Context: an optimization exercise on an open-source flow, tuned for small area. The choices shown serve that exercise and are no tape-out recipe.
Function was checked by simulation only, so behaviour that the tests miss may differ from the original.
The flow treats the clock pin as an ideal source, which a real chip does not have.
No activity file was given, so power comes from the tool's default toggle rates.

// ula
module ula (infra, CLK, rst, A0, A1, B0, B1, C0, C1, C2, signA, signB, signC);
For scale: about 490 cells after synthesis, ~55 I/O pins, roughly 0.0038 mm^2 of cells after synthesis.
export LEC_CHECK = 0
export ABC_AREA = 1
export CAP_MARGIN = 20
export CORE_MARGIN = 2
export CORE_UTILIZATION = 80
export SLEW_MARGIN = 20
create_clock -name core_clock -period 200.0 [get_ports {CLK}]
standard.sh (not shown) runs the stock make flow with config.mk's settings and CLKGATE_MAP_FILE= SYNTH_SCRIPT=/design/flow/synth_recipe.tcl, a recipe that flattens the netlist after the stock synthesis.
==> flow/flow/run.sh <==
#!/bin/bash
# Own layout flow: the standard synthesis, then its combinational logic remapped for area
# with ABC (registers kept as they are, same names and cells), then the standard layout
# steps with plain buf_1 port buffers.
set -euo pipefail
W=$(pwd)
F=$W/flow
LIB=$FLOW_HOME/platforms/sky130hd/lib/sky130_fd_sc_hd__tt_025C_1v80.lib
YOSYS=$FLOW_HOME/../tools/install/yosys/bin/yosys
R=$W/orfs/results/sky130hd/ula/base

bash standard.sh synth > $W/std_synth.log 2>&1
cp $R/1_2_yosys.v $W/std_netlist.v

# remap the combinational logic with ABC: several seeds in parallel, then the smallest
# result that keeps the registers and is combinationally equivalent to the standard netlist
python3 $F/gen_models.py $LIB $W/std_netlist.v $W/models_in.v
DU=$(sed 's/^/-dont_use /' $F/dontuse.txt | tr '\n' ' ')
grep -oE "sky130_fd_sc_hd__\w*df\w* \S+" $W/std_netlist.v | sort > $W/regs_std.txt || true
python3 $F/cutff.py $W/std_netlist.v $W/eq_gold.v gold
echo "resynthesis not used" > $W/resyn_used.txt
CANDS="resyn_s1 resyn_s2 resyn_s3 resyn_s4 resyn_fallback"
for S in $CANDS; do
  cat > $W/$S.ys <<EOT
read_verilog $W/models_in.v
read_verilog $W/std_netlist.v
hierarchy -top $FLOW_TOP
flatten
opt_clean -purge
techmap
opt -fast
abc -script $F/$S.abc -liberty $LIB $DU
opt_clean -purge
hilomap -singleton -hicell sky130_fd_sc_hd__conb_1 HI -locell sky130_fd_sc_hd__conb_1 LO
opt_clean -purge
splitnets
opt_clean -purge
tee -o $W/$S.stat stat -liberty $LIB
write_verilog -noattr -noexpr -nohex -nodec $W/${S}_netlist.v
EOT
  ( $YOSYS -s $W/$S.ys > $W/$S.log 2>&1 || true ) &
done
wait
for S in $CANDS; do
  a=$(grep -s "Chip area" $W/$S.stat | awk '{print $NF}')
  [[ -n "$a" ]] && echo "$a $S"
done | sort -g > $W/resyn_areas.txt
for S in $(awk '{print $2}' $W/resyn_areas.txt); do
  grep -oE "sky130_fd_sc_hd__\w*df\w* \S+" $W/${S}_netlist.v | sort > $W/regs_$S.txt || true
  cmp -s $W/regs_std.txt $W/regs_$S.txt || continue
  cat $W/std_netlist.v $W/${S}_netlist.v > $W/both_$S.v
  python3 $F/gen_models.py $LIB $W/both_$S.v $W/models_eq_$S.v
  python3 $F/cutff.py $W/${S}_netlist.v $W/eq_gate_$S.v gate
  cat > $W/eq_$S.ys <<EOT
read_verilog $W/models_eq_$S.v
read_verilog $W/eq_gold.v
read_verilog $W/eq_gate_$S.v
flatten gold gate
select -set ports gold/i:* gold/o:* gate/i:* gate/o:*
rename -hide gold/w:* gate/w:* @ports %d
opt_clean -purge
equiv_make gold gate eq
hierarchy -top eq
equiv_simple
equiv_status -assert
EOT
  $YOSYS -s $W/eq_$S.ys > $W/eq_$S.log 2>&1 || continue
  echo "used $S: equivalent to the standard netlist" > $W/resyn_used.txt
  cp $W/${S}_netlist.v $R/1_2_yosys.v
  touch $R/1_2_yosys.v
  break
done

EXTRA=()
if [[ -f $F/cts_args.txt ]]; then EXTRA+=("CTS_ARGS=$(cat $F/cts_args.txt)"); fi
bash standard.sh "BUFFER_PORTS_ARGS=-buffer_cell sky130_fd_sc_hd__buf_1" "${EXTRA[@]}" finish > $W/layout.log 2>&1
==> flow/flow/cts_args.txt <==
-sink_clustering_enable -buf_list sky130_fd_sc_hd__clkbuf_4 -root_buf sky130_fd_sc_hd__clkbuf_4 -dont_use_dummy_load -repair_clock_nets
Other scripts of this flow, unchanged in this note and not shown: flow/flow/cutff.py, flow/flow/dontuse.txt, flow/flow/gen_models.py, flow/flow/resyn_fallback.abc, flow/flow/resyn_s1.abc, flow/flow/resyn_s2.abc, flow/flow/resyn_s3.abc, flow/flow/resyn_s4.abc
The baseline did not get past global placement (3_3_place_gp), error GPL-0301.
Then changed:
--- a/flow/flow/run.sh
+++ b/flow/flow/run.sh
@@ -22 +22,2 @@
-CANDS="resyn_s1 resyn_s2 resyn_s3 resyn_s4 resyn_fallback"
+CANDS="resyn_s1 resyn_s2 resyn_s3 resyn_s4 resyn_s5 resyn_s6 resyn_s7 resyn_s8 resyn_fallback"
+n=0
@@ -41,0 +43,2 @@
+  n=$((n + 1))
+  if (( n % 4 == 0 )); then wait; fi
@@ -46 +49 @@
-  [[ -n "$a" ]] && echo "$a $S"
+  if [[ -n "$a" ]]; then echo "$a $S"; fi
@@ -75,0 +79 @@
+EXTRA+=("POST_CTS_TCL=$F/clk_downsize.tcl" "CLK_SLEW_TARGET=0.105")
==> flow/flow/clk_downsize.tcl (new file) <==
# Downsize the clock tree's buffers one at a time, keeping each change only while the
# largest clock-pin slew of the registers, estimated from placement, stays below
# CLK_SLEW_TARGET (ns).
proc clk_pin_max_slew {} {
  estimate_parasitics -placement
  set mx 0
  foreach pin [get_pins -hierarchical */CLK] {
    foreach p {slew_max_rise slew_max_fall} {
      set s [get_property $pin $p]
      if {$s > $mx} { set mx $s }
    }
  }
  return $mx
}
set target $::env(CLK_SLEW_TARGET)
set small sky130_fd_sc_hd__clkbuf_4
set bufs {}
foreach inst [get_cells *] {
  set m [get_property $inst ref_name]
  if {$m eq "sky130_fd_sc_hd__clkbuf_8" || $m eq "sky130_fd_sc_hd__clkbuf_16"} { lappend bufs [list $inst $m] }
}
puts "clock downsizing: start slew [clk_pin_max_slew], [llength $bufs] buffers"
# leaves (names with _f_) before the root
set bufs [lsort -command {apply {{a b} {expr {[string match "*_f_*" [get_full_name [lindex $b 0]]] - [string match "*_f_*" [get_full_name [lindex $a 0]]]}}}} $bufs]
foreach b $bufs {
  lassign $b inst m
  replace_cell $inst $small
  set s [clk_pin_max_slew]
  if {$s > $target} {
    replace_cell $inst $m
    puts "clock downsizing: kept [get_full_name $inst] ($s)"
  } else {
    puts "clock downsizing: [get_full_name $inst] -> $small ($s)"
  }
}
puts "clock downsizing: end slew [clk_pin_max_slew]"
==> flow/flow/cts_args.txt (replaced) <==
-sink_clustering_enable -sink_clustering_size 40 -sink_clustering_max_diameter 200 -buf_list sky130_fd_sc_hd__clkbuf_8 -root_buf sky130_fd_sc_hd__clkbuf_8 -dont_use_dummy_load -repair_clock_nets
==> flow/flow/resyn_s5.abc (new file) <==
strash
&get -n
&fraig -x
&put
dc2
&get -n
&deepsyn -T 60 -S 5
&put
&get -n
&dch -f
&nf -R 1000
&put
topo
==> flow/flow/resyn_s6.abc (new file) <==
strash
&get -n
&fraig -x
&put
dc2
&get -n
&deepsyn -T 60 -S 6
&put
&get -n
&dch -f
&nf -R 1000
&put
topo
==> flow/flow/resyn_s7.abc (new file) <==
strash
&get -n
&fraig -x
&put
dc2
&get -n
&deepsyn -T 60 -S 7
&put
&get -n
&dch -f
&nf -R 1000
&put
topo
==> flow/flow/resyn_s8.abc (new file) <==
strash
&get -n
&fraig -x
&put
dc2
&get -n
&deepsyn -T 60 -S 8
&put
&get -n
&dch -f
&nf -R 1000
&put
topo
--- a/flow/config.mk
+++ b/flow/config.mk
@@ -11 +11 @@
-export CORE_UTILIZATION = 80
+export CORE_UTILIZATION = 70
The new run completed without violations.
Synthesized area went down slightly.
Synthesized cell count went down by a few percent.
Then changed:
--- a/flow/flow/run.sh
+++ b/flow/flow/run.sh
@@ -22,2 +22 @@
-CANDS="resyn_s1 resyn_s2 resyn_s3 resyn_s4 resyn_s5 resyn_s6 resyn_s7 resyn_s8 resyn_fallback"
-n=0
+CANDS="resyn_s1 resyn_s2 resyn_s3 resyn_s4 resyn_fallback"
@@ -43,2 +41,0 @@
-  n=$((n + 1))
-  if (( n % 4 == 0 )); then wait; fi
@@ -49 +46 @@
-  if [[ -n "$a" ]]; then echo "$a $S"; fi
+  [[ -n "$a" ]] && echo "$a $S"
@@ -79 +75,0 @@
-EXTRA+=("POST_CTS_TCL=$F/clk_downsize.tcl" "CLK_SLEW_TARGET=0.105")
==> flow/flow/cts_args.txt (replaced) <==
-sink_clustering_enable -buf_list sky130_fd_sc_hd__clkbuf_4 -root_buf sky130_fd_sc_hd__clkbuf_8 -dont_use_dummy_load -repair_clock_nets
removed: flow/flow/clk_downsize.tcl
removed: flow/flow/resyn_s5.abc
removed: flow/flow/resyn_s6.abc
removed: flow/flow/resyn_s7.abc
removed: flow/flow/resyn_s8.abc
After rerunning:
- combinational power is about the same
- die area increases by 1.7%
- wire length increases by 0.36%
Then changed:
==> flow/flow/cts_args.txt (replaced) <==
-sink_clustering_enable -sink_clustering_size 40 -sink_clustering_max_diameter 200 -buf_list sky130_fd_sc_hd__clkbuf_8 -root_buf sky130_fd_sc_hd__clkbuf_8 -dont_use_dummy_load -repair_clock_nets
--- a/flow/config.mk
+++ b/flow/config.mk
@@ -11 +11 @@
-export CORE_UTILIZATION = 70
+export CORE_UTILIZATION = 50
Result: Die area came out higher by 36%; worst setup slack gains 470 ps; worst hold slack gains 6.0 ps; wire length came out lower by 6.8%; non-clock buffer count does not change; via count came out lower by 6.6%.
Then changed:
==> flow/flow/cts_args.txt (replaced) <==
-sink_clustering_enable -buf_list sky130_fd_sc_hd__clkbuf_4 -root_buf sky130_fd_sc_hd__clkbuf_4 -dont_use_dummy_load -repair_clock_nets
--- a/flow/config.mk
+++ b/flow/config.mk
@@ -11 +11 @@
-export CORE_UTILIZATION = 50
+export CORE_UTILIZATION = 70
Result:
- The new run ran to the end with no violations
- setup slack loses 1000 ps
- global-route usage climbs by 9.5 points
- area after synthesis went up by 0.77%
- sequential share of layout area goes up by 0.71 points
- core utilization rose by 22 points
- via count grows by 3.7%
- total power came out lower by 8.7%
- critical path depth goes down by 9
- routed wire length is higher by 5.3%
- combinational power increases by 5.8%
- clock-buffer cell count is unchanged

==> static timing again, ports no longer ideal <==
In the flow no input, the clock included, has a driving cell. The finished layouts below were timed again as built, in two steps. Step 1 assumes that a clkbuf_16 drives the clock port and a buf_2 every other input. Step 2, shift: input delay + t, output delay - t, t = (earliest + latest rising clock arrival at the registers) / 2. This alone moves slack from input paths to output paths. Slacks: ideal / step 1 / step 2; pairs: ideal / step 1.
run	shift t [ns]	setup WS [ns]	worst hold slack (ns)	worst data-port slew with drivers (ns)
the second run	0.431	151.235 / 151.207 / 151.638	0.406 / 0.406 / 0.406	0.03
the third run	0.362	153.018 / 152.988 / 153.351	0.400 / 0.400 / 0.400	0.03
the fourth run	0.368	153.487 / 153.456 / 153.824	0.406 / 0.406 / 0.406	0.03
the fifth run	0.432	152.449 / 152.423 / 152.856	0.374 / 0.374 / 0.374	0.03
After both steps setup and hold are still met in every run listed.
